Background: an optimization exercise with open tools, aiming at small area. Do not read the settings as production practice. Function was checked by simulation only, so behaviour that the tests miss may differ from the original. Power is estimated from default activity; no workload was simulated.

===== run.sh =====
#!/bin/bash
# synth_recipe.tcl (not shown) runs the flow's synth.tcl, then flattens the netlist and writes it again
# the make line also repeats each setting of config.mk as NAME=value (left out here)
make -C /OpenROAD-flow-scripts/flow DESIGN_CONFIG=/design/flow/config.mk WORK_HOME=/design/flow/orfs CLKGATE_MAP_FILE= SYNTH_SCRIPT=/design/flow/synth_recipe.tcl finish

===== config.mk =====
export PLATFORM = sky130hd
export DESIGN_NAME = morse_code_interpreter_top
export DESIGN_NICKNAME = morse_code_interpreter_top
export VERILOG_FILES = /design/flow/design.v
export SDC_FILE = /design/flow/constraint.sdc
export NUM_CORES = 4
export LEC_CHECK = 0
export CAP_MARGIN = 20
export CORE_MARGIN = 2
export CORE_UTILIZATION = 40
export SLEW_MARGIN = 20

===== constraint.sdc =====
create_clock -name core_clock -period 10.0 [get_ports {clk}]
set_input_delay 2.0000 -clock core_clock [delete_from_list [all_inputs] [get_ports {clk}]]
set_output_delay 2.0000 -clock core_clock [all_outputs]
set_load 0.01 [all_outputs]

===== design.v =====
`timescale 1ns / 1ps
module morse_code_interpreter_top (
    input clk,
    input btnL,
    input btnC,
    input btnR,
    input btnD,
    input [15:0] sw,
    input [4:0] JB,
    output reg [6:0] seg,
    output [3:0] an,
    output dp,
    output [4:0] JA,
    output led
    );
    localparam EV_NONE = 3'b000, EV_LETTER = 3'b010, EV_WORD = 3'b011,
               EV_DIT = 3'b100, EV_DASH = 3'b101;
    reg [4:0] ph;  
    always @(posedge clk) begin
        if (btnC) ph <= 5'd0;
        else ph <= {ph[3:0], ~ph[4]};
    end
    wire tick = !btnC && ph[3] && !ph[4];
    reg source_talking, source_talking_d1;
    reg [4:0] d_out_shift;
    always @(posedge clk) begin
        if (btnC) begin
            source_talking <= 1'b0;
            source_talking_d1 <= 1'b0;
            d_out_shift <= 5'd0;
        end else if (tick) begin
            if (JB[0]) source_talking <= 1'b0;
            else if (btnR) source_talking <= 1'b1;
            source_talking_d1 <= source_talking;
            d_out_shift <= {d_out_shift[3:0], btnR | JB[0]};
        end
    end
    wire rst = btnC | (source_talking ^ source_talking_d1);
    assign JA = {4'b0000, btnR};
    assign dp = 1'b1;
    assign led = ~source_talking;
    reg [6:0] refresh;
    always @(posedge clk) begin
        if (rst) refresh <= 7'd16;
        else refresh <= refresh + 7'd1;
    end
    wire [1:0] digit = refresh[6:5];
    assign an = ~(4'b0001 << digit);
    reg [4:0] mcnt, scnt;
    reg md1, incl;
    reg mode_h, mode_l;
    reg [11:0] timer;
    reg tflag;
    reg [2:0] next_ev, ev;
    wire m30   = mcnt == 5'b10000;
    wire deb   = m30 | (&mcnt);
    wire rise  = m30;
    wire fall  = md1 & ~deb;
    wire sedge = scnt == 5'b10000;
    wire [4:0] mnext = m30 ? 5'b11111 : {mcnt[3:0], ~(mcnt[4] ^ mcnt[2])};
    wire [4:0] snext = sedge ? 5'b11111 : {scnt[3:0], ~(scnt[4] ^ scnt[2])};
    localparam [11:0] T199 = 12'b100000000100, T500 = 12'b001100001000,
                      T1600 = 12'b110010110011;
    wire tmax = tflag && timer == 12'd0;
    always @(posedge clk) begin
        if (rst) begin
            mcnt <= 5'd0;
            scnt <= 5'd0;
            md1 <= 1'b0;
            mode_h <= 1'b0;
            mode_l <= 1'b0;
            next_ev <= EV_NONE;
            ev <= EV_NONE;
        end else if (tick) begin
            mcnt <= d_out_shift[4] ? mnext : 5'd0;
            scnt <= btnD ? snext : 5'd0;
            md1 <= deb;
            incl <= sw[15];
            if (sedge) begin
                next_ev <= EV_WORD;
            end else begin
                next_ev <= EV_NONE;
                if (tmax) begin
                    mode_h <= 1'b0;
                    mode_l <= 1'b0;
                end
                if (rise) begin
                    mode_h <= 1'b1;
                    mode_l <= 1'b0;
                end else if (fall) begin
                    mode_h <= 1'b0;
                    mode_l <= 1'b1;
                    next_ev <= (mode_h && tflag) ? EV_DASH : EV_DIT;
                end else if (mode_l) begin
                    if (timer == T1600 && incl) next_ev <= EV_WORD;
                    else if (timer == T500) next_ev <= EV_LETTER;
                end
                ev <= next_ev;
            end
        end
    end
    always @(posedge clk) begin
        if (tick && !sedge) begin
            if ((rise && !mode_h) || (fall && !mode_l)) begin
                timer <= 12'd0;
                tflag <= 1'b0;
            end else begin
                timer <= {timer[10:0], ~(timer[11] ^ timer[7] ^ timer[1] ^ timer[0])};
                if (timer == T199) tflag <= 1'b1;
            end
        end
    end
    reg [4:0] state;
    reg sh;
    wire [4:0] node = sh ? 5'd1 : state;
    wire is_elem = ev[2];
    wire [4:0] child = {node[3:0], ev[0]};
    wire child_bad = node[4] || (node == 5'd9 && ev[0]) || (node == 5'd10 && ev[0]) || node == 5'd15;
    wire emit_letter = ev == EV_LETTER && node != 5'd1;
    wire emit_word = ev == EV_WORD;
    wire next_sh = emit_letter | emit_word;
    always @(posedge clk) begin
        if (rst) begin
            state <= 5'd1;
            sh <= 1'b0;
        end else if (tick) begin
            sh <= next_sh;
            if (emit_word) state <= 5'd0;
            else if (is_elem) state <= child_bad ? 5'd1 : child;
            else state <= node;
        end
    end
    wire shift_done = tick && sh && !next_sh;
    reg [19:0] digits;
    always @(posedge clk) begin
        if (rst) digits <= 20'd0;
        else if (shift_done) digits <= {digits[14:0], state};
    end
    reg [4:0] ch;
    always @(*) begin
        case (digit)
            2'd0: ch = digits[4:0];
            2'd1: ch = digits[9:5];
            2'd2: ch = digits[14:10];
            default: ch = digits[19:15];
        endcase
    end
    always @(*) begin
        case (ch)
            5'd2:  seg = 7'b0000110;  
            5'd3:  seg = 7'b0000111;  
            5'd4:  seg = 7'b1001111;  
            5'd5:  seg = 7'b0001000;  
            5'd6:  seg = 7'b0101011;  
            5'd7:  seg = 7'b0101010;  
            5'd8:  seg = 7'b0010010;  
            5'd9:  seg = 7'b1100011;  
            5'd10: seg = 7'b0101111;  
            5'd11: seg = 7'b0010101;  
            5'd12: seg = 7'b0100001;  
            5'd13: seg = 7'b0001010;  
            5'd14: seg = 7'b0010000;  
            5'd15: seg = 7'b0100011;  
            5'd16: seg = 7'b0001011;  
            5'd17: seg = 7'b1010101;  
            5'd18: seg = 7'b0001110;  
            5'd20: seg = 7'b1000111;  
            5'd22: seg = 7'b0001100;  
            5'd23: seg = 7'b1100001;  
            5'd24: seg = 7'b0000011;  
            5'd25: seg = 7'b1101011;  
            5'd26: seg = 7'b1000110;  
            5'd27: seg = 7'b0010001;  
            5'd28: seg = 7'b0100100;  
            5'd29: seg = 7'b0011000;  
            default: seg = 7'b1111111;  
        endcase
    end
endmodule

==> results.txt, run 1 <==
CTS H-tree lvls -> 3
1st-iter DRT viols -> 167
Compound-cell area share of the yosys netlist -> 13.7%
HPWL after detailed placement -> 4870 um
Via Count -> 2881
Clock sink count -> 78
Worst path required time -> 8.00 ns
Slew of the pin with the lowest slew margin -> 0.848 ns
Seq/Total Area, Yosys -> 43.6%
Period minus WS final -> 5.44 ns
Mean area per synthesized cell -> 9.48 um^2
Number of global-route vias before repair -> 2662
Unrepaired setup endpoints after global routing -> no
Commonest non-fill, non-tap cell in the layout -> dfxtp_1
Clock Tree Root -> clkbuf_8
Post-synthesis xor/xnor area fraction -> 2.69%
Final Instance Area -> 4370 um^2
Psw -> 0.000119 W
GP Congestion -> 0.822
Critical Path Start Type -> register
Post-DR vias/cell -> 5.18
FF+latch count, synth -> 78
Synth unique cells -> 65
Final period util -> 54.4%
Asr flop ratio synth -> 0%
Hold buffer count at CTS -> 0
Post-synthesis mux area share -> 10.1%
Critical path class -> register to output pin
Die Span Y -> 103 um
Pre-Repair DR Iteration Count -> 5
Sequential standard cell area -> 1700 um^2
Syn Std Cell Area -> 3900 um^2
Share of cells above drive strength 1 -> 8.27%
Total of max-cap violations -> 0
Largest net degree at the start of global routing -> 45
DRT antenna net count -> 0
Cells after Synth -> 412
Slew Viols, Final -> 0
Synthesis-to-finish area growth -> 11.8%
Sw Ratio -> 19.9%
Reg clk slew, reported paths -> 0.08 ns
P_int -> 0.000480 W
# rows -> 36
Gate power share -> 2.3%
Met2 WL post-DR -> 3350 um
Fillers -> 961
TritonCTS Buffers -> 9
# setup viols final -> 0
Status -> no timing/DRC/antenna violations
Grt ovf -> 0
CP max FO -> 12
DP Area -> 4140 um^2
Layout Utilization -> 45.3%
First-pass GRT wire length -> 12300 um
Static Leak -> 1.60 nW
Port-buffer cells -> 18
Clock buffer depth -> 2
Post-synth EDFFs -> 14
GRT Total Usage -> 14.6%
WP data arrival -> 3.44 ns
Post-DR wirelength/cell -> 12.9 um
Antenna violations before repair -> 0
Post-Synth Simple-Gate Area -> 21.0%
Syn. warnings -> 1
Reg2reg setup slack -> 7.81 ns
# Post-CTS Setup Buffers -> 0
Synth Area in Adders -> 3.84%
Core Box Area -> 9640 um^2
Max Freq -> 184 MHz
Post-Route WL -> 7170 um
Pwr per Cell Area -> 137 nW/um^2
Most frequent cells in the layout -> 64 x dfxtp_1, 42 x nor2_1, 39 x nand2_1
Initial core utilization -> 40.5%
Largest family of logic cells by synthesized area -> simple AND/OR/NAND/NOR gates
Hold Violations, Final -> 0
Met3 wire length -> 195 um
Sequential share of power -> 53.7%
Share of power burned in the clock network -> 44.0%
Setup crit end kind -> output pin
Setup TNS Final -> 0 ns
Met1 wire length -> 3520 um
Ys flop type -> dfxtp_1
Area of the multi-input gates -> 2020 um^2
Worst Hold Class -> register to register
Top sig layer -> met4
Die area -> 10600 um^2
Clock skew -> 0.0109 ns
Nets -> 457
# resized after CTS -> 0
CTS tree -> yes
Residual DRC -> 0
Later-pin clock latency in the skew report -> 0.34 ns
Die width -> 103 um
Max-slew headroom -> 43.3%
N_diodes -> 0
VDD IR max -> 0.0606 mV
Num ports -> 44
[metrics by stage]
step | std cells | hold WS [ns] | setup WS [ns] | total power [W]
2_1_floorplan | 415 | 0.413 | 5.79 | 0.000340
3_3_place_gp | 541 | 0.417 | 4.89 | 0.000343
3_5_place_dp | 541 | 0.426 | 4.86 | 0.000343
4_1_cts | 556 | 0.440 | 4.49 | 0.000609
5_1_grt | 556 | 0.462 | 4.35 | 0.000623
6_report | 556 | 0.437 | 4.56 | 0.000599
[state kept, by name, summed over array words and instances (netlist names)]
| register | flops |
|---|---|
| md1 | 1 |
| source_talking_d1 | 1 |
| mode_l | 1 |
| incl | 1 |
| source_talking | 1 |
| digits | 20 |
| d_out_shift | 5 |
| scnt | 5 |
| ev | 3 |
| mcnt | 5 |
| mode_h | 1 |
| tflag | 1 |
| refresh | 7 |
| next_ev | 3 |
| sh | 1 |
| ph | 5 |
| timer | 12 |
| state | 5 |
[layout make-up]
type / instances / share of cell area (%)
tap: 133 / 3.81
multi-input combinational: 298 / 46.3
sequential: 78 / 39.0
clock inverter: 5 / 1.86
inverter: 11 / 0.946
timing repair buffer: 21 / 4.64
clock buffer: 10 / 3.41
[critical path, cell delays in order, from the launching register on]
cell and delay [ns]:
dfxtp_1 0.64, mux4_2 0.72, inv_1 0.22, ha_1 0.31, or2_0 0.24, a311oi_1 0.30, a31o_1 0.14, clkdlybuf4s50_1 0.53
[worst paths after layout]
| kind | startpoint | end | cells after the start |
|---|---|---|---|
| worst min register to register | d_out_shift[0] | d_out_shift[1] | 2 |
| worst min-delay path | d_out_shift[0] | d_out_shift[1] | 2 |
| worst max register to register | mcnt[1] | tflag | 4 |
| worst max-delay path | refresh[5] | seg[4] | 7 |
[cells by family after synthesis]
group | count (synthesis)
and+or+nand+nor | 156
buffers and inverters | 39
adders and majority gates | 12
AOI/OAI and AO/OA | 80
DFF | 78
xor gates and xnor gates | 12
muxes | 33
other | 2
[synth_stat cells (6+ instances only)]
cell      number  area, um^2
a21oi_1       27         135
and2_1        15        93.8
buf_2          6        30.0
buf_4          6        45.0
clkbuf_1      14        52.6
dfxtp_1       64        1280
edfxtp_1      14         420
ha_1          12         150
inv_1          9        33.8
mux2i_1       27         270
nand2_1       39         146
nand2b_1       6        37.5
nand3b_1       7        52.6
nor2_1        42         158
nor2b_1       10        62.6
o211ai_1      10        75.1
o21ai_0        8        40.0
xnor2_1        6        52.6
xor2_1         6        52.6
[power groups by stage]
| stage | logic (W) | clock network [W] | registers [W] |
|---|---|---|---|
| global placement | 0.0000139 | 0 | 0.000329 |
| floorplan | 0.0000108 | 0 | 0.000329 |
| global route | 0.0000157 | 0.000285 | 0.000322 |
| detailed placement | 0.0000140 | 0 | 0.000329 |
| finish | 0.0000139 | 0.000264 | 0.000322 |
| CTS | 0.0000141 | 0.000273 | 0.000322 |
[routing by layer]
metal / track usage, % / up-vias
met5: 0 / -
met4: 5.47 / 0
met3: 2.85 / 10
met2: 23.8 / 39
met1: 19.2 / 1365
li1: - / 1467
==> run 2: changes to the inputs <==
--- a/config.mk
+++ b/config.mk
@@ -6,6 +6,7 @@
 export NUM_CORES = 4
 export LEC_CHECK = 0
-export CAP_MARGIN = 20
+export CAP_MARGIN = 0
 export CORE_MARGIN = 2
-export CORE_UTILIZATION = 40
-export SLEW_MARGIN = 20
+export CORE_UTILIZATION = 60
+export CTS_BUF_LIST = sky130_fd_sc_hd__clkbuf_4 sky130_fd_sc_hd__clkbuf_8
+export SLEW_MARGIN = 0
==> results.txt, run 2 <==
Setup TNS Final -> 0 ns
CTS tree -> yes
Max Freq -> 183 MHz
Crit path max-delay cell type -> mux4_2
Num ports -> 44
GRT Total Usage -> 20.4%
CTS H-tree lvls -> 3
Max-slew headroom -> 39.6%
Setup crit end kind -> output pin
Top-count cell post-synth -> dfxtp_1
Critical path class -> register to output pin
Post-DR wirelength/cell -> 13.9 um
Number of global-route vias before repair -> 2672
Pwr per Cell Area -> 136 nW/um^2
GP Congestion -> 0.808
CP max stage delay -> 0.73 ns
Clock buffer depth -> 2
Crit path max-delay family -> buffers and inverters
Cells after Synth -> 412
Unrepaired setup endpoints after global routing -> no
R2R Path Start -> mcnt[1]
# setup viols final -> 0
Dominant cells by area after synthesis -> dfxtp_1 33%, edfxtp_1 11%, mux2i_1 6.9%
Synthesis-to-finish area growth -> 9.16%
Clock Tree Root -> clkbuf_8
Worst path required time -> 8.00 ns
Grt ovf -> 0
Layout Utilization -> 67.5%
Residual DRC -> 0
First-pass GRT wire length -> 11900 um
Synth cell count leaders -> 64 x dfxtp_1, 42 x nor2_1, 39 x nand2_1, 27 x a21oi_1, 27 x mux2i_1
Max reg flops -> 20
Biggest regs -> digits: 20 flops, timer: 12 flops, refresh: 7 flops
Clock skew -> 0.0144 ns
Syn. warnings -> 1
Ys flop type -> dfxtp_1
Period minus WS final -> 5.46 ns
Die Span Y -> 84.7 um
Largest net degree at the start of global routing -> 31
Commonest non-fill, non-tap cell in the layout -> dfxtp_1
Reg clk slew, reported paths -> 0.08 ns
Post-DR vias/cell -> 5.78
Hold buffer count at CTS -> 0
Most frequent cells in the layout -> 64 x dfxtp_1, 42 x nor2_1, 39 x nand2_1
Core Box Area -> 6310 um^2
Share of cells above drive strength 1 -> 8.27%
Slew of the pin with the lowest slew margin -> 0.905 ns
Asr flop ratio synth -> 0%
Clock sink count -> 78
# Post-CTS Setup Buffers -> 0
HPWL after detailed placement -> 4600 um
VDD IR max -> 0.124 mV
WHS -> 0.436 ns
FF+latch count, synth -> 78
Die area -> 7170 um^2
TritonCTS Buffers -> 9
Post-Route WL -> 6940 um
Slew Viols, Final -> 0
Critical Path Start Type -> register
Syn Std Cell Area -> 3900 um^2
# resized after CTS -> 0
Later-pin clock latency in the skew report -> 0.35 ns
1st-iter DRT viols -> 69
Nets -> 456
Pre-Repair DR Iteration Count -> 4
Via Count -> 2888
Antenna violations before repair -> 0
Hold Violations, Final -> 0
Static Leak -> 1.59 nW
DRT antenna net count -> 0
Worst min-delay path startpoint -> ph[2]
WP data arrival -> 3.46 ns
Status -> no timing/DRC/antenna violations
Total of max-cap violations -> 0
Synth area leader -> dfxtp_1
Worst Hold Class -> register to register
CP Buf/Inv Count -> 2
Post-synth EDFFs -> 14
Most flops, register -> digits
Port-buffer cells -> 18
# rows -> 29
Crit-path cells -> mux4_2 -> inv_1 -> ha_1 -> or2_0 -> a311oi_1 -> a31o_1 -> clkdlybuf4s50_1
N_diodes -> 0
Mean area per synthesized cell -> 9.48 um^2
CP max FO -> 12
CP startpoint -> refresh[5]
Seq/Total Area, Yosys -> 43.6%
Initial core utilization -> 61.9%
Area fraction of the dominant cell type after synthesis -> 32.8%
Synth unique cells -> 65
Die width -> 84.7 um
Final period util -> 54.6%
==> run 2: cell counts after synthesis <==
Identical to the previous run, type by type.
==> run 2: layout make-up <==
cell class                      count  area [um^2]
Fill cell                         519         2050
Inverter                           11         41.3
Multi-Input combinational cell    298         2020
Clock buffer                       12          153
Timing Repair Buffer               20          195
Sequential cell                    78         1700
Clock inverter                      4         52.6
Tap cell                           77         96.3
==> run 2: layer usage <==
metal	vias up	wire length [um]	track usage (%)
li1	1469	-	-
met1	1368	3350	26.5
met2	38	3250	32.8
met3	13	216	5.21
met4	0	119	7.94
met5	-	0	0
==> run 2: stage by stage <==
step                std cells  power, W  setup slack [ns]  area [um^2]
floorplan                 415  0.000340              5.79         3920
global placement          484  0.000343              4.91         4060
detailed placement        484  0.000343              4.91         4060
CTS                       500  0.000585              4.50         4260
global route              500  0.000601              4.22         4260
finish                    500  0.000578              4.54         4260
==> run 2: worst paths after layout <==
kind	endpoint	slack, ns	cells after the start
setup / recovery	seg[4]	4.54	7
hold / removal	ph[3]	0.44	1
setup reg to reg	tflag	7.74	4
hold reg to reg	ph[3]	0.44	1
==> run 2: logic make-up (layout without fill, tap and decap cells) <==
family	count (synthesis)	in the layout	share of synthesized area, %
compound gates	80	80	13.7
xor+xnor	12	12	2.69
buf+inv	39	47	4.90
other cells	2	5	0.192
fa+ha+maj	12	12	3.84
simple gates	156	156	21.0
flops	78	78	43.6
mux	33	33	10.1
==> run 2: power by group <==
group | switching [W] | internal (W)
clock | 0.000113 | 0.000129
sequential | 0.00000114 | 0.000321
combinational | 0.00000919 | 0.00000498
==> run 3: changes to the inputs <==
==> flow/run.sh (new file) <==
#!/bin/bash
# Standard ORFS layout with three changes to how the layout is made:
#  - port buffers use the smallest buffer cell (buf_1)
#  - CTS uses clkbuf_4 and inserts no dummy clock loads
set -euo pipefail
export BUFFER_PORTS_ARGS="-buffer_cell sky130_fd_sc_hd__buf_1"
export CTS_ARGS="-sink_clustering_enable -repair_clock_nets -buf_list sky130_fd_sc_hd__clkbuf_4 -dont_use_dummy_load ${CTS_EXTRA:-}"
bash standard.sh > standard.log 2>&1
==> standard.sh (new file) <==
#!/bin/bash
# synth_recipe.tcl (not shown) runs the flow's synth.tcl, then flattens the netlist and writes it again
# the make line also repeats each setting of config.mk as NAME=value (left out here)
make -C /OpenROAD-flow-scripts/flow DESIGN_CONFIG=/design/flow/config.mk WORK_HOME=/design/flow/orfs CLKGATE_MAP_FILE= SYNTH_SCRIPT=/design/flow/synth_recipe.tcl "${@:-finish}"
--- a/config.mk
+++ b/config.mk
@@ -9,4 +9,3 @@
 export CORE_MARGIN = 2
 export CORE_UTILIZATION = 60
-export CTS_BUF_LIST = sky130_fd_sc_hd__clkbuf_4 sky130_fd_sc_hd__clkbuf_8
 export SLEW_MARGIN = 0
removed: run.sh
==> results.txt, run 3 <==
GP Congestion -> 0.795
Crit path max-delay cell type -> mux4_2
Synth unique cells -> 65
Final period util -> 51.6%
Slew Viols, Final -> 0
CP Buf/Inv Count -> 2
Die Span Y -> 84.7 um
CTS tree -> yes
WP data arrival -> 3.16 ns
FF+latch count, synth -> 78
HPWL after detailed placement -> 4700 um
Static Leak -> 1.47 nW
Sequential standard cell area -> 1700 um^2
Hold Violations, Final -> 0
Reg clk slew, reported paths -> 0.12 ns
Biggest regs -> digits: 20 flops, timer: 12 flops, refresh: 7 flops
CP max FO -> 12
Syn Std Cell Area -> 3900 um^2
# Post-CTS Setup Buffers -> 0
Largest net degree at the start of global routing -> 45
Top-count cell post-synth -> dfxtp_1
Number of global-route vias before repair -> 2669
Clock buffer depth -> 2
CTS H-tree lvls -> 3
Critical path class -> register to output pin
Pwr per Cell Area -> 116 nW/um^2
Fillers -> 575
Die width -> 84.7 um
Core Box Area -> 6310 um^2
Clock sink count -> 78
Die area -> 7170 um^2
Critical Path Start Type -> register
Later-pin clock latency in the skew report -> 0.40 ns
Area fraction of the dominant cell type after synthesis -> 32.8%
Clock skew -> 0.0424 ns
Setup crit end kind -> output pin
WHS -> 0.449 ns
DRT antenna net count -> 0
Syn. warnings -> 1
Port-buffer cells -> 18
CP max stage delay -> 0.73 ns
Asr flop ratio synth -> 0%
# rows -> 29
Setup TNS Final -> 0 ns
Unrepaired setup endpoints after global routing -> no
Synth cell count leaders -> 64 x dfxtp_1, 42 x nor2_1, 39 x nand2_1, 27 x a21oi_1, 27 x mux2i_1
Crit path max-delay family -> multiplexers
Hold buffer count at CTS -> 0
Total of max-cap violations -> 0
Commonest non-fill, non-tap cell in the layout -> dfxtp_1
Cells after Synth -> 412
Worst Hold Class -> register to register
Pre-Repair DR Iteration Count -> 4
Max Freq -> 194 MHz
Initial core utilization -> 61.9%
# setup viols final -> 0
Mean area per synthesized cell -> 9.48 um^2
Post-DR wirelength/cell -> 14.2 um
Slew of the pin with the lowest slew margin -> 0.929 ns
Max-slew headroom -> 38.0%
Crit-path cells -> mux4_2 -> inv_1 -> ha_1 -> or2_0 -> a311oi_1 -> a31o_1 -> buf_1
Max reg flops -> 20
Worst path required time -> 8.00 ns
Nets -> 456
Most frequent cells in the layout -> 64 x dfxtp_1, 42 x nor2_1, 39 x nand2_1
Area of the multi-input gates -> 2020 um^2
Grt ovf -> 0
Post-synth EDFFs -> 14
VDD IR max -> 0.0855 mV
# resized after CTS -> 0
Synthesis-to-finish area growth -> 2.76%
First-pass GRT wire length -> 12100 um
Period minus WS final -> 5.16 ns
Dominant cells by area after synthesis -> dfxtp_1 33%, edfxtp_1 11%, mux2i_1 6.9%
Residual DRC -> 0
Synth area leader -> dfxtp_1
TritonCTS Buffers -> 9
Post-Route WL -> 7000 um
N_diodes -> 0
Post-DR vias/cell -> 5.84
Most flops, register -> digits
GRT Total Usage -> 20.5%
Num ports -> 44
Antenna violations before repair -> 0
Seq/Total Area, Yosys -> 43.6%
Via Count -> 2877
Status -> no timing/DRC/antenna violations
Share of cells above drive strength 1 -> 6.73%
Ys flop type -> dfxtp_1
Clock Tree Root -> clkbuf_4
1st-iter DRT viols -> 67
[run 3: changes by cell type in the layout (fill, tap and decap cells not counted), sizes merged]
| cell | previous run | this run |
|---|---|---|
| clkinvlp | 1 | 0 |
| inv | 13 | 11 |
| bufinv | 1 | 0 |
| clkdlybuf4s50 | 18 | 0 |
| clkbuf | 12 | 9 |
| buf | 2 | 20 |
[run 3: cells by family (layout without fill, tap and decap cells)]
family / count (synthesis) / in the layout / share of synthesized area, %
XOR/XNOR: 12 / 12 / 2.69
buffers and inverters: 39 / 40 / 4.90
AO/OA/AOI/OAI: 80 / 80 / 13.7
AND/OR/NAND/NOR: 156 / 156 / 21.0
flip-flops: 78 / 78 / 43.6
other: 2 / 5 / 0.192
multiplexers: 33 / 33 / 10.1
adder cells (fa/ha/maj): 12 / 12 / 3.84
[run 3: worst paths after layout]
kind                        from              to  slack, ns  cells past startpoint
setup / recovery      refresh[5]          seg[4]       4.84                      7
hold / removal    d_out_shift[3]  d_out_shift[4]       0.45                      2
setup reg to reg         mcnt[2]           tflag       7.82                      4
hold reg to reg   d_out_shift[3]  d_out_shift[4]       0.45                      2
[run 3: power breakdown]
group / switching, W / internal (W) / total, W
Clock: 0.0000895 / 0.0000420 / 0.000131
Combinational: 0.00000925 / 0.00000341 / 0.0000127
Sequential: 0.00000123 / 0.000321 / 0.000322
Total: 0.0000999 / 0.000366 / 0.000466
[run 3: final cells by class]
class	count	share of cell area, %
Multi-Input combinational cell	298	50.4
Tap cell	77	2.40
Sequential cell	78	42.4
Inverter	11	1.03
Timing Repair Buffer	20	2.06
Clock buffer	9	1.68
[run 3: metal layers]
layer / routed length (um) / global-route usage (%) / vias to the layer above
met1: 3320 / 27.0 / 1367
met5: 0 / 0 / -
li1: - / - / 1462
met4: 149 / 8.23 / 0
met2: 3360 / 33.5 / 33
met3: 169 / 3.74 / 15
[run 3: worst reg2reg max path: stages, from the launching register on]
cell	delay, ns
dfxtp_1	0.38
nor4_1	0.40
o21ai_1	0.23
a2bb2oi_1	0.71
a21oi_1	0.17
[run 3: metrics by stage]
step | area [um^2] | total power, W | setup WS (ns) | utilization (%) | instances
floorplan | 3920 | 0.000340 | 5.79 | - | 415
global placement | 3950 | 0.000341 | 5.29 | 62.5 | 484
detailed placement | 3950 | 0.000342 | 5.26 | 62.5 | 484
CTS | 4010 | 0.000473 | 4.78 | 63.6 | 493
global route | 4010 | 0.000485 | 4.61 | 63.6 | 493
finish | 4010 | 0.000466 | 4.84 | 63.6 | 493
==> run 4: changes to the inputs <==
--- a/design.v
+++ b/design.v
@@ -16,10 +16,10 @@
     localparam EV_NONE = 3'b000, EV_LETTER = 3'b010, EV_WORD = 3'b011,
                EV_DIT = 3'b100, EV_DASH = 3'b101;
-    reg [4:0] ph;  
+    reg [3:0] ph;
     always @(posedge clk) begin
-        if (btnC) ph <= 5'd0;
-        else ph <= {ph[3:0], ~ph[4]};
+        if (btnC || ph == 4'd9) ph <= 4'd0;
+        else ph <= ph + 4'd1;
     end
-    wire tick = !btnC && ph[3] && !ph[4];
+    wire tick = !btnC && ph == 4'd4;
     reg source_talking, source_talking_d1;
     reg [4:0] d_out_shift;
@@ -51,16 +51,10 @@
     reg mode_h, mode_l;
     reg [11:0] timer;
-    reg tflag;
     reg [2:0] next_ev, ev;
-    wire m30   = mcnt == 5'b10000;
-    wire deb   = m30 | (&mcnt);
-    wire rise  = m30;
+    wire deb   = &mcnt[4:1];
+    wire rise  = deb & ~mcnt[0];
     wire fall  = md1 & ~deb;
-    wire sedge = scnt == 5'b10000;
-    wire [4:0] mnext = m30 ? 5'b11111 : {mcnt[3:0], ~(mcnt[4] ^ mcnt[2])};
-    wire [4:0] snext = sedge ? 5'b11111 : {scnt[3:0], ~(scnt[4] ^ scnt[2])};
-    localparam [11:0] T199 = 12'b100000000100, T500 = 12'b001100001000,
-                      T1600 = 12'b110010110011;
-    wire tmax = tflag && timer == 12'd0;
+    wire sedge = scnt == 5'd30;
+    wire tmax  = &timer;
     always @(posedge clk) begin
         if (rst) begin
@@ -73,6 +67,6 @@
             ev <= EV_NONE;
         end else if (tick) begin
-            mcnt <= d_out_shift[4] ? mnext : 5'd0;
-            scnt <= btnD ? snext : 5'd0;
+            mcnt <= d_out_shift[4] ? (mcnt | {4'd0, &mcnt} ) + {4'd0, ~&mcnt} : 5'd0;
+            scnt <= btnD ? (scnt | {4'd0, &scnt}) + {4'd0, ~&scnt} : 5'd0;
             md1 <= deb;
             incl <= sw[15];
@@ -91,8 +85,8 @@
                     mode_h <= 1'b0;
                     mode_l <= 1'b1;
-                    next_ev <= (mode_h && tflag) ? EV_DASH : EV_DIT;
+                    next_ev <= (mode_h && timer >= 12'd200) ? EV_DASH : EV_DIT;
                 end else if (mode_l) begin
-                    if (timer == T1600 && incl) next_ev <= EV_WORD;
-                    else if (timer == T500) next_ev <= EV_LETTER;
+                    if (timer == 12'd1600 && incl) next_ev <= EV_WORD;
+                    else if (timer == 12'd500) next_ev <= EV_LETTER;
                 end
                 ev <= next_ev;
@@ -102,11 +96,6 @@
     always @(posedge clk) begin
         if (tick && !sedge) begin
-            if ((rise && !mode_h) || (fall && !mode_l)) begin
-                timer <= 12'd0;
-                tflag <= 1'b0;
-            end else begin
-                timer <= {timer[10:0], ~(timer[11] ^ timer[7] ^ timer[1] ^ timer[0])};
-                if (timer == T199) tflag <= 1'b1;
-            end
+            if ((rise && !mode_h) || (fall && !mode_l)) timer <= 12'd0;
+            else timer <= timer + 12'd1;
         end
     end
==> run.sh (new file) <==
#!/bin/bash
# synth_recipe.tcl (not shown) runs the flow's synth.tcl, then flattens the netlist and writes it again
# the make line also repeats each setting of config.mk as NAME=value (left out here)
make -C /OpenROAD-flow-scripts/flow DESIGN_CONFIG=/design/flow/config.mk WORK_HOME=/design/flow/orfs CLKGATE_MAP_FILE= SYNTH_SCRIPT=/design/flow/synth_recipe.tcl finish
--- a/config.mk
+++ b/config.mk
@@ -6,6 +6,6 @@
 export NUM_CORES = 4
 export LEC_CHECK = 0
-export CAP_MARGIN = 0
+export CAP_MARGIN = 20
 export CORE_MARGIN = 2
-export CORE_UTILIZATION = 60
-export SLEW_MARGIN = 0
+export CORE_UTILIZATION = 40
+export SLEW_MARGIN = 20
removed: flow/run.sh
removed: standard.sh
==> results.txt, run 4 <==
Die Span Y -> 106 um
Worst path required time -> 8.00 ns
Synth unique cells -> 63
Most frequent cells in the layout -> 68 x nor2_1, 63 x dfxtp_1, 45 x nand2_1
Psw -> 0.000129 W
Synthesis-to-finish area growth -> 10.7%
Sw Ratio -> 21.6%
R2R Path Start -> ph[0]
Gate power share -> 3.3%
Share of power burned in the clock network -> 43.5%
Biggest regs -> digits: 20 flops, timer: 12 flops, refresh: 7 flops
Hold buffer count at CTS -> 0
CTS tree -> yes
Setup crit end kind -> output pin
Total of max-cap violations -> 0
Crit path max-delay cell type -> mux4_1
Setup TNS Final -> 0 ns
Hold endpoint -> d_out_shift[2]
Crit-path cells -> mux4_1 -> inv_1 -> ha_1 -> o211ai_1 -> o21ai_0 -> o21ai_0 -> clkdlybuf4s50_1
Worst r2r dst -> mode_h
Clock Tree Root -> clkbuf_8
Most flops, register -> digits
Later-pin clock latency in the skew report -> 0.35 ns
Clock skew -> 0.0114 ns
Max-slew headroom -> 36.9%
Slew of the pin with the lowest slew margin -> 0.947 ns
Area fraction of the dominant cell type after synthesis -> 30.4%
Die area -> 11200 um^2
Initial core utilization -> 40.7%
Post-synth EDFFs -> 13
Top-count cell post-synth -> nor2_1
Die width -> 106 um
TritonCTS Buffers -> 9
Number of global-route vias before repair -> 2993
Residual DRC -> 0
WP data arrival -> 3.42 ns
Sequential share of power -> 53.2%
Antenna violations before repair -> 0
CP dominant cell by count -> o21ai_0
Max reg flops -> 20
WHS Path Cells -> 2
Seq/Total Area, Yosys -> 39.8%
Unrepaired setup endpoints after global routing -> no
CP max FO -> 11
Hold Violations, Final -> 0
N_diodes -> 0
Reg2reg setup slack -> 7.45 ns
Largest net degree at the start of global routing -> 45
Syn. warnings -> 1
Critical path class -> register to output pin
Critical Path Start Type -> register
Pre-Repair DR Iteration Count -> 6
Post-DR wirelength/cell -> 12.8 um
Commonest non-fill, non-tap cell in the layout -> nor2_1
Fillers -> 995
Cells after Synth -> 463
Reg2reg path depth -> 8
GP Congestion -> 0.822
Via Count -> 3211
HPWL after detailed placement -> 5230 um
Clock buffer depth -> 2
Mean area per synthesized cell -> 8.96 um^2
First-pass GRT wire length -> 13500 um
Layout Utilization -> 45.1%
Core Box Area -> 10200 um^2
1st-iter DRT viols -> 110
Port-buffer cells -> 18
Post-Route WL -> 7770 um
Asr flop ratio synth -> 0%
Grt ovf -> 0
P_int -> 0.000466 W
Syn Std Cell Area -> 4150 um^2
Area of the multi-input gates -> 2290 um^2
Ys flop type -> dfxtp_1
Nets -> 512
Share of cells above drive strength 1 -> 6.78%
# resized after CTS -> 0
Worst Hold Class -> register to register
FF+latch count, synth -> 76
CTS H-tree lvls -> 3
Pwr per Cell Area -> 129 nW/um^2
# Post-CTS Setup Buffers -> 0
Synth area leader -> dfxtp_1
Dominant cells by area after synthesis -> dfxtp_1 30%, edfxtp_1 9.4%, nor2_1 6.2%
Clock sink count -> 76
# rows -> 37
Max Freq -> 184 MHz
Worst min-delay path startpoint -> d_out_shift[1]
Synth cell count leaders -> 68 x nor2_1, 63 x dfxtp_1, 45 x nand2_1, 29 x a21oi_1, 25 x mux2i_1
Status -> no timing/DRC/antenna violations
GRT Total Usage -> 14.7%
Static Leak -> 1.75 nW
Post-DR vias/cell -> 5.28
Sequential standard cell area -> 1650 um^2
Slew Viols, Final -> 0
CP max stage delay -> 0.81 ns
Num ports -> 44
VDD IR max -> 0.0726 mV
# setup viols final -> 0
Final period util -> 54.2%
DRT antenna net count -> 0
Reg clk slew, reported paths -> 0.08 ns
Period minus WS final -> 5.42 ns
[run 4: cell types whose count changed in the layout (fill, tap and decap cells not counted), sizes merged, moves of 4 or more]
cell | before | now
xor2 | 6 | 15
nor2 | 42 | 68
nor3b | 1 | 5
nand2 | 39 | 45
or2 | 5 | 1
ha | 12 | 19
nand3 | 5 | 16
clkdlybuf4s50 | 0 | 18
nor2b | 10 | 2
o21ai | 11 | 19
buf | 20 | 4
o211ai | 10 | 6
and2 | 16 | 6
nor3 | 3 | 8
[run 4: stage by stage]
stage,worst slack (ns),hold slack (ns),instance area [um^2],power (W),std cells
CTS,4.57,0.442,4590,0.000604,608
global placement,4.96,0.430,4360,0.000343,592
floorplan,5.86,0.416,4160,0.000338,466
global route,4.37,0.460,4590,0.000621,608
finish,4.58,0.438,4590,0.000595,608
detailed placement,4.95,0.431,4360,0.000344,592
[run 4: critical path, delay by kind of cell, from the launching register on]
kind | cells | cell delay, ns
adder cells (fa/ha/maj) | 1 | 0.33
AO/OA/AOI/OAI | 3 | 0.48
flip-flops | 1 | 0.65
buffers and inverters | 2 | 0.81
multiplexers | 1 | 0.81
[run 4: metal layers]
metal	share of wire (%)	vias up	wire length, um	GRT usage (%)
met3	2.7	11	212	2.60
li1	-	1627	-	-
met5	0	-	0	0
met4	2.1	0	161	7.05
met2	46	50	3550	24.1
met1	49	1523	3850	18.6
[run 4: cell families after synthesis]
kind of cell	Yosys count	share of synthesized area (%)
and+or+nand+nor	183	21.2
AOI/OAI and AO/OA	83	12.6
DFF	76	39.8
buffers and inverters	44	5.67
muxes	34	10.1
xor gates and xnor gates	22	4.65
adders and majority gates	19	5.73
other	2	0.181
[run 4: cell type report]
cell class              count  share of cell area [%]
clock buffers              12                    3.84
clock inverters             4                    1.14
inverters                  12                   0.981
multi-input cells         346                    49.8
flip-flops and latches     76                    36.0
well taps                 136                    3.71
repair buffers             22                    4.58
[run 4: how the worst max path moves through the flow]
| stage | startpoint | to | slack (ns) | cells past startpoint |
|---|---|---|---|---|
| after global placement | btnR | JA[0] | 4.96 | 2 |
| after floorplan | refresh[6] | seg[4] | 5.86 | 7 |
| after CTS | refresh[6] | seg[5] | 4.57 | 7 |
| after global routing | refresh[6] | seg[4] | 4.37 | 7 |
| final | refresh[6] | seg[4] | 4.58 | 7 |
| after detailed placement | btnR | JA[0] | 4.95 | 2 |
[run 4: power groups by stage]
stage	combinational [W]	sequential (W)	clock (W)
after floorplan	0.0000151	0.000323	0
after global placement	0.0000193	0.000324	0
after detailed placement	0.0000200	0.000324	0
after CTS	0.0000201	0.000317	0.000268
after global routing	0.0000223	0.000317	0.000281
final	0.0000196	0.000317	0.000258

==> afterwards: timing with drivers on the ports <==
In the flow no input, the clock included, has a driving cell. The finished layouts below were timed again as built, in two steps.
Step 1 (the two cells are an assumption about what drives the block):
set clk [get_ports {clk}]
set_driving_cell -lib_cell sky130_fd_sc_hd__clkbuf_16 $clk
set_driving_cell -lib_cell sky130_fd_sc_hd__buf_2 [delete_from_list [all_inputs] $clk]
Step 2 adds t to the input delays and takes it off the output delays; t is the mean of the earliest and latest rising clock arrival at the registers after step 1. Input paths then give back, and output paths get back, about the clock's delay inside the block.
Three values: no drivers, after step 1, after step 2; two values: the first two.
run	shift t [ns]	slack for setup (ns)	clock arrival spread, ns	pins driven straight from the clock port
run 1	0.364	4.561 / 4.530 / 4.894	0.011 / 0.011	1
run 2	0.370	4.540 / 4.512 / 4.882	0.014 / 0.014	1
run 3	0.409	4.840 / 4.812 / 5.221	0.042 / 0.042	1
run 4	0.379	4.577 / 4.546 / 4.925	0.012 / 0.011	1
After both steps setup and hold are still met in every run listed.
